Context: an optimization exercise on an open-source flow, tuned for small area and a short achievable clock period. The choices shown serve that exercise and are no tape-out recipe. Function was checked by simulation only, so behaviour that the tests miss may differ from the original.

==> delta: inputs <==
==> flow/design.v (excerpt) <==
module MADDNESS (in, clk, out, in_num, in_addr, write);
	input [215:0] in;
	input clk;
	output [63:0] out;
	input [7:0] in_num;
	input [9:0] in_addr;
	input write;
	genvar g, h, k;
	integer i;
	reg [31:0] nlo;
	reg [18:0] nhi;
	reg [4:0]  w_d;
	reg [7:0]  w_dn;
	always @(posedge clk) begin
		for (i = 0; i < 32; i = i + 1) nlo[i] <= ~(in_addr[4:0] == i);
		for (i = 0; i < 19; i = i + 1) nhi[i] <= ~(write & (in_addr[9:5] == i));
		w_d <= in_num[4:0];
		w_dn <= ~in_num;
	end
	wire [587:0] we;
	generate
		for (g = 0; g < 588; g = g + 1) begin : dwe
			mad_nor2 u (.a(nhi[g >> 5]), .b(nlo[g & 31]), .y(we[g]));
		end
	endgenerate
	reg [4:0] idx  [0:15];    
	reg [7:0] thr  [0:59];    
	reg [7:0] prot [0:511];   
	generate
		for (g = 0; g < 16; g = g + 1) begin : widx
			always @(posedge clk) if (we[g]) idx[g] <= w_d;
		end
		for (g = 0; g < 60; g = g + 1) begin : wthr
			always @(posedge clk) if (we[g + 16]) thr[g] <= w_dn;
		end
		for (g = 0; g < 512; g = g + 1) begin : wprot
			always @(posedge clk) if (we[g + 76]) prot[g] <= w_dn;
		end
	endgenerate
	reg [7:0] v1 [0:15];
	generate
		for (g = 0; g < 16; g = g + 1) begin : bsel
			wire [26:0] ns;
			mad_dec27n ud (.x(idx[g]), .ns(ns));
			for (k = 0; k < 8; k = k + 1) begin : b
				wire [26:0] d;
				wire y;
				for (h = 0; h < 27; h = h + 1) begin : r
					assign d[h] = in[8*h + k];
				end
				mad_sel27 us (.ns(ns), .d(d), .y(y));
				always @(posedge clk) v1[g][k] <= y;
			end
		end
	endgenerate
	reg [14:0] ge2 [0:3];
	generate
		for (g = 0; g < 4; g = g + 1) begin : tc
			for (h = 0; h < 4; h = h + 1) begin : lc
				for (k = 0; k < (1 << h); k = k + 1) begin : jc
					wire ge;
					mad_ge8 uc (.v(v1[4*h + g]), .tn(thr[((1 << h) - 1)*4 + g*(1 << h) + k]), .ge(ge));
					always @(posedge clk) ge2[g][(1 << h) - 1 + k] <= ge;
				end
			end
		end
	endgenerate
	reg [3:0] cls3 [0:3];
	generate
		for (g = 0; g < 4; g = g + 1) begin : cr
			wire [3:0] c;
			mad_class uc (.ge(ge2[g]), .c(c));
			always @(posedge clk) cls3[g] <= c;
		end
	endgenerate
	reg [15:0] ns4 [0:3];
	generate
		for (g = 0; g < 4; g = g + 1) begin : cd
			wire [15:0] ns;
			mad_dec16n ud (.c(cls3[g]), .ns(ns));
			always @(posedge clk) ns4[g] <= ns;
		end
	endgenerate
	genvar m;
	wire [7:0] r [0:3][0:7];
  ...
==> module mad_dec27n, before the edit <==
module mad_dec27n (input [4:0] x, output [26:0] ns);
	wire [3:0] lo;
	wire [6:0] hi;
	genvar h;
	generate
		for (h = 0; h < 4; h = h + 1) begin : l
			assign lo[h] = (x[1:0] == h);
		end
		for (h = 0; h < 7; h = h + 1) begin : m
			assign hi[h] = (x[4:2] == h);
		end
		for (h = 0; h < 27; h = h + 1) begin : o
			mad_nand2 u (.a(lo[h & 3]), .b(hi[h >> 2]), .y(ns[h]));
		end
	endgenerate
endmodule
==> module mad_sel27, before the edit <==
module mad_sel27 (input [26:0] ns, input [26:0] d, output y);
	wire [13:0] n;
	wire [6:0] m;
	wire [1:0] p;
	genvar g;
	generate
		for (g = 0; g < 13; g = g + 1) begin : a
			mad_o22ai u (.a1(ns[2*g]), .a2(d[2*g]), .b1(ns[2*g+1]), .b2(d[2*g+1]), .y(n[g]));
		end
		for (g = 0; g < 7; g = g + 1) begin : b
			mad_nor2 u (.a(n[2*g]), .b(n[2*g+1]), .y(m[g]));
		end
	endgenerate
	mad_nor2 ul (.a(ns[26]), .b(d[26]), .y(n[13]));
	mad_nand4 up0 (.a(m[0]), .b(m[1]), .c(m[2]), .d(m[3]), .y(p[0]));
	mad_nand3 up1 (.a(m[4]), .b(m[5]), .c(m[6]), .y(p[1]));
	mad_nor2 uo (.a(p[0]), .b(p[1]), .y(y));
endmodule
==> module MADDNESS, before the edit <==
module MADDNESS (in, clk, out, in_num, in_addr, write);
	input [215:0] in;
	input clk;
	output [63:0] out;
	input [7:0] in_num;
	input [9:0] in_addr;
	input write;
	genvar g, h, k;
	integer i;
	reg [31:0] nlo;
	reg [18:0] nhi;
	reg [4:0]  w_d;
	reg [7:0]  w_dn;
	always @(posedge clk) begin
		for (i = 0; i < 32; i = i + 1) nlo[i] <= ~(in_addr[4:0] == i);
		for (i = 0; i < 19; i = i + 1) nhi[i] <= ~(write & (in_addr[9:5] == i));
		w_d <= in_num[4:0];
		w_dn <= ~in_num;
	end
	wire [587:0] we;
	generate
		for (g = 0; g < 588; g = g + 1) begin : dwe
			mad_nor2 u (.a(nhi[g >> 5]), .b(nlo[g & 31]), .y(we[g]));
		end
	endgenerate
	reg [4:0] idx  [0:15];    
	reg [7:0] thr  [0:59];    
	reg [7:0] prot [0:511];   
	generate
		for (g = 0; g < 16; g = g + 1) begin : widx
			always @(posedge clk) if (we[g]) idx[g] <= w_d;
		end
		for (g = 0; g < 60; g = g + 1) begin : wthr
			always @(posedge clk) if (we[g + 16]) thr[g] <= w_dn;
		end
		for (g = 0; g < 512; g = g + 1) begin : wprot
			always @(posedge clk) if (we[g + 76]) prot[g] <= w_dn;
		end
	endgenerate
	reg [7:0] v1 [0:15];
	generate
		for (g = 0; g < 16; g = g + 1) begin : bsel
			wire [26:0] ns;
			mad_dec27n ud (.x(idx[g]), .ns(ns));
			for (k = 0; k < 8; k = k + 1) begin : b
				wire [26:0] d;
				wire y;
				for (h = 0; h < 27; h = h + 1) begin : r
					assign d[h] = in[8*h + k];
				end
				mad_sel27 us (.ns(ns), .d(d), .y(y));
				always @(posedge clk) v1[g][k] <= y;
			end
		end
	endgenerate
	reg [14:0] ge2 [0:3];
	generate
		for (g = 0; g < 4; g = g + 1) begin : tc
			for (h = 0; h < 4; h = h + 1) begin : lc
				for (k = 0; k < (1 << h); k = k + 1) begin : jc
					wire ge;
					mad_ge8 uc (.v(v1[4*h + g]), .tn(thr[((1 << h) - 1)*4 + g*(1 << h) + k]), .ge(ge));
					always @(posedge clk) ge2[g][(1 << h) - 1 + k] <= ge;
				end
			end
		end
	endgenerate
	reg [3:0] cls3 [0:3];
	generate
		for (g = 0; g < 4; g = g + 1) begin : cr
			wire [3:0] c;
			mad_class uc (.ge(ge2[g]), .c(c));
			always @(posedge clk) cls3[g] <= c;
		end
	endgenerate
	reg [15:0] ns4 [0:3];
	generate
		for (g = 0; g < 4; g = g + 1) begin : cd
			wire [15:0] ns;
			mad_dec16n ud (.c(cls3[g]), .ns(ns));
			always @(posedge clk) ns4[g] <= ns;
		end
	endgenerate
	genvar m;
	wire [7:0] r [0:3][0:7];
	generate
		for (g = 0; g < 4; g = g + 1) begin : ps
			for (h = 0; h < 8; h = h + 1) begin : pb
				for (k = 0; k < 8; k = k + 1) begin : pk
					wire [15:0] dn;
					for (m = 0; m < 16; m = m + 1) begin : pm
						assign dn[m] = prot[g*128 + m*8 + h][k];
					end
					mad_sel16 us (.ns(ns4[g]), .dn(dn), .y(r[g][h][k]));
				end
			end
		end
	endgenerate
	reg [6:0] s5 [0:7];
	reg [6:0] c5 [0:7];
	reg [6:0] r35 [0:7];
	reg [7:0] o015, o235;
	generate
		for (h = 0; h < 8; h = h + 1) begin : av
			wire [6:0] xs, xc;
			mad_csa1 u (.r0(r[0][h]), .r1(r[1][h]), .r2(r[2][h]), .s(xs), .c(xc));
			always @(posedge clk) begin
				s5[h] <= xs;
				c5[h] <= xc;
				r35[h] <= r[3][h][7:1];
				o015[h] <= r[0][h][0] | r[1][h][0];
				o235[h] <= r[2][h][0] | r[3][h][0];
			end
		end
	endgenerate
	reg [63:0] out_q;
	generate
		for (h = 0; h < 8; h = h + 1) begin : fo
			wire [7:0] y;
			mad_sum u (.s(s5[h]), .c(c5[h]), .r3(r35[h]), .o01(o015[h]), .o23(o235[h]), .y(y));
			always @(posedge clk) out_q[8*h +: 8] <= y;
		end
	endgenerate
	assign out = out_q;
endmodule
Settings: LEC_CHECK=0, CAP_MARGIN=20, CORE_MARGIN=2, CORE_UTILIZATION=56, CTS_CLUSTER_DIAMETER=100, CTS_CLUSTER_SIZE=25, PLACE_DENSITY=0.66, SETUP_SLACK_MARGIN=2.2, SLEW_MARGIN=20, SYNTH_HIERARCHICAL=1; clock period 4.5 ns.
run.sh (not shown) runs the stock make flow with config.mk's settings and CLKGATE_MAP_FILE= SYNTH_SCRIPT=/design/flow/synth_recipe.tcl, a recipe that flattens the netlist after the stock synthesis.
==> quartz: changes against delta <==
--- a/flow/design.v
+++ b/flow/design.v
@@ -1,6 +1,9 @@
 module mad_o22ai (input a1, input a2, input b1, input b2, output y);
 	assign y = ~((a1 | a2) & (b1 | b2));
 endmodule
+module mad_a222oi (input a1, input a2, input b1, input b2, input c1, input c2, output y);
+	assign y = ~((a1 & a2) | (b1 & b2) | (c1 & c2));
+endmodule
 module mad_nand2 (input a, input b, output y);
 	assign y = ~(a & b);
 endmodule
@@ -10,42 +13,41 @@
 module mad_nor2 (input a, input b, output y);
 	assign y = ~(a | b);
 endmodule
+module mad_or3 (input a, input b, input c, output y);
+	assign y = a | b | c;
+endmodule
 module mad_nand4 (input a, input b, input c, input d, output y);
 	assign y = ~(a & b & c & d);
 endmodule
-module mad_dec27n (input [4:0] x, output [26:0] ns);
-	wire [3:0] lo;
-	wire [6:0] hi;
+module mad_dec27 (input [4:0] x, output [26:0] s);
+	wire [3:0] nlo;
+	wire [6:0] nhi;
 	genvar h;
 	generate
 		for (h = 0; h < 4; h = h + 1) begin : l
-			assign lo[h] = (x[1:0] == h);
+			assign nlo[h] = ~(x[1:0] == h);
 		end
 		for (h = 0; h < 7; h = h + 1) begin : m
-			assign hi[h] = (x[4:2] == h);
+			assign nhi[h] = ~(x[4:2] == h);
 		end
 		for (h = 0; h < 27; h = h + 1) begin : o
-			mad_nand2 u (.a(lo[h & 3]), .b(hi[h >> 2]), .y(ns[h]));
-		end
-	endgenerate
-endmodule
-module mad_sel27 (input [26:0] ns, input [26:0] d, output y);
-	wire [13:0] n;
-	wire [6:0] m;
-	wire [1:0] p;
+			mad_nor2 u (.a(nlo[h & 3]), .b(nhi[h >> 2]), .y(s[h]));
+		end
+	endgenerate
+endmodule
+module mad_sel27 (input [26:0] s, input [26:0] d, output y);
+	wire [8:0] n;
+	wire [2:0] m;
 	genvar g;
 	generate
-		for (g = 0; g < 13; g = g + 1) begin : a
-			mad_o22ai u (.a1(ns[2*g]), .a2(d[2*g]), .b1(ns[2*g+1]), .b2(d[2*g+1]), .y(n[g]));
-		end
-		for (g = 0; g < 7; g = g + 1) begin : b
-			mad_nor2 u (.a(n[2*g]), .b(n[2*g+1]), .y(m[g]));
-		end
-	endgenerate
-	mad_nor2 ul (.a(ns[26]), .b(d[26]), .y(n[13]));
-	mad_nand4 up0 (.a(m[0]), .b(m[1]), .c(m[2]), .d(m[3]), .y(p[0]));
-	mad_nand3 up1 (.a(m[4]), .b(m[5]), .c(m[6]), .y(p[1]));
-	mad_nor2 uo (.a(p[0]), .b(p[1]), .y(y));
+		for (g = 0; g < 9; g = g + 1) begin : a
+			mad_a222oi u (.a1(s[3*g]), .a2(d[3*g]), .b1(s[3*g+1]), .b2(d[3*g+1]), .c1(s[3*g+2]), .c2(d[3*g+2]), .y(n[g]));
+		end
+		for (g = 0; g < 3; g = g + 1) begin : b
+			mad_nand3 u (.a(n[3*g]), .b(n[3*g+1]), .c(n[3*g+2]), .y(m[g]));
+		end
+	endgenerate
+	mad_or3 uo (.a(m[0]), .b(m[1]), .c(m[2]), .y(y));
 endmodule
 module mad_sel16 (input [15:0] ns, input [15:0] dn, output y);
 	wire [7:0] n;
@@ -160,16 +162,17 @@
 	input write;
 	genvar g, h, k;
 	integer i;
-	reg [31:0] nlo;
-	reg [18:0] nhi;
-	reg [4:0]  w_d;
-	reg [7:0]  w_dn;
+	reg [31:0] lo;
+	reg [18:0] hi;
+	reg [7:0]  w_d;
 	always @(posedge clk) begin
-		for (i = 0; i < 32; i = i + 1) nlo[i] <= ~(in_addr[4:0] == i);
-		for (i = 0; i < 19; i = i + 1) nhi[i] <= ~(write & (in_addr[9:5] == i));
-		w_d <= in_num[4:0];
-		w_dn <= ~in_num;
+		for (i = 0; i < 32; i = i + 1) lo[i] <= (in_addr[4:0] == i);
+		for (i = 0; i < 19; i = i + 1) hi[i] <= write & (in_addr[9:5] == i);
+		w_d <= in_num;
 	end
+	wire [7:0] w_dn = ~w_d;
+	wire [31:0] nlo = ~lo;
+	wire [18:0] nhi = ~hi;
 	wire [587:0] we;
 	generate
 		for (g = 0; g < 588; g = g + 1) begin : dwe
@@ -181,7 +184,7 @@
 	reg [7:0] prot [0:511];   
 	generate
 		for (g = 0; g < 16; g = g + 1) begin : widx
-			always @(posedge clk) if (we[g]) idx[g] <= w_d;
+			always @(posedge clk) if (we[g]) idx[g] <= w_d[4:0];
 		end
 		for (g = 0; g < 60; g = g + 1) begin : wthr
 			always @(posedge clk) if (we[g + 16]) thr[g] <= w_dn;
@@ -193,15 +196,15 @@
 	reg [7:0] v1 [0:15];
 	generate
 		for (g = 0; g < 16; g = g + 1) begin : bsel
-			wire [26:0] ns;
-			mad_dec27n ud (.x(idx[g]), .ns(ns));
+			wire [26:0] s;
+			mad_dec27 ud (.x(idx[g]), .s(s));
 			for (k = 0; k < 8; k = k + 1) begin : b
 				wire [26:0] d;
 				wire y;
 				for (h = 0; h < 27; h = h + 1) begin : r
 					assign d[h] = in[8*h + k];
 				end
-				mad_sel27 us (.ns(ns), .d(d), .y(y));
+				mad_sel27 us (.s(s), .d(d), .y(y));
 				always @(posedge clk) v1[g][k] <= y;
 			end
 		end
--- a/flow/config.mk
+++ b/flow/config.mk
@@ -11,6 +11,6 @@
 export CTS_CLUSTER_DIAMETER = 100
 export CTS_CLUSTER_SIZE = 25
 export PLACE_DENSITY = 0.66
-export SETUP_SLACK_MARGIN = 2.2
+export SETUP_SLACK_MARGIN = 2.0
 export SLEW_MARGIN = 20
 export SYNTH_HIERARCHICAL = 1
==> summary.txt <==
Run status
  • Run status: timing/DRC/antenna clean

Global route
  • Largest net degree at the start of global routing: ~160

Final layout
  • Signal buffers: 909
  • Final core occ: 0.6298

Yosys
  • Simple-gate area share of the yosys netlist: 0.07868
the above is filed under quartz

==> summary.txt <==
Timing
  • Setup violations, final: 0

Final layout
  • Final core occ: 0.6428
  • Signal buffers: 1140

Yosys
  • Simple-gate area share of the yosys netlist: 0.09320

Run status
  • Run status: timing/DRC/antenna clean
the above is filed under delta

static timing again, ports no longer ideal:
How much do the figures lean on ideal ports? The routed layouts below were timed once more, with nothing changed but the port constraints. Step 1 (the two cells are an assumption about what drives the block):
set clk [get_ports {clk}]
set_driving_cell -lib_cell sky130_fd_sc_hd__clkbuf_16 $clk
set_driving_cell -lib_cell sky130_fd_sc_hd__buf_2 [delete_from_list [all_inputs] $clk]
Step 2 times the ports against the registers' clock, not the clock port: input delays grow and output delays shrink by t, the midpoint of the rising clock arrivals with the driver on. Three values: no drivers, after step 1, after step 2; two values: the first two.
run	t (ns)	slack for setup (ns)	worst setup path at the end	slew at the worst register clock pin (ns)	pins driven straight from the clock port
delta	1.111	1.928 / 1.811 / 0.944	input to register	0.12 / 0.12	1
quartz	1.051	1.687 / 1.687 / 0.906	input to register	0.10 / 0.10	1
After both steps every run listed still meets setup and hold. For delta, which loses most, drivers alone change the setup slack by -0.117 ns; drivers and shift together by -0.984 ns.
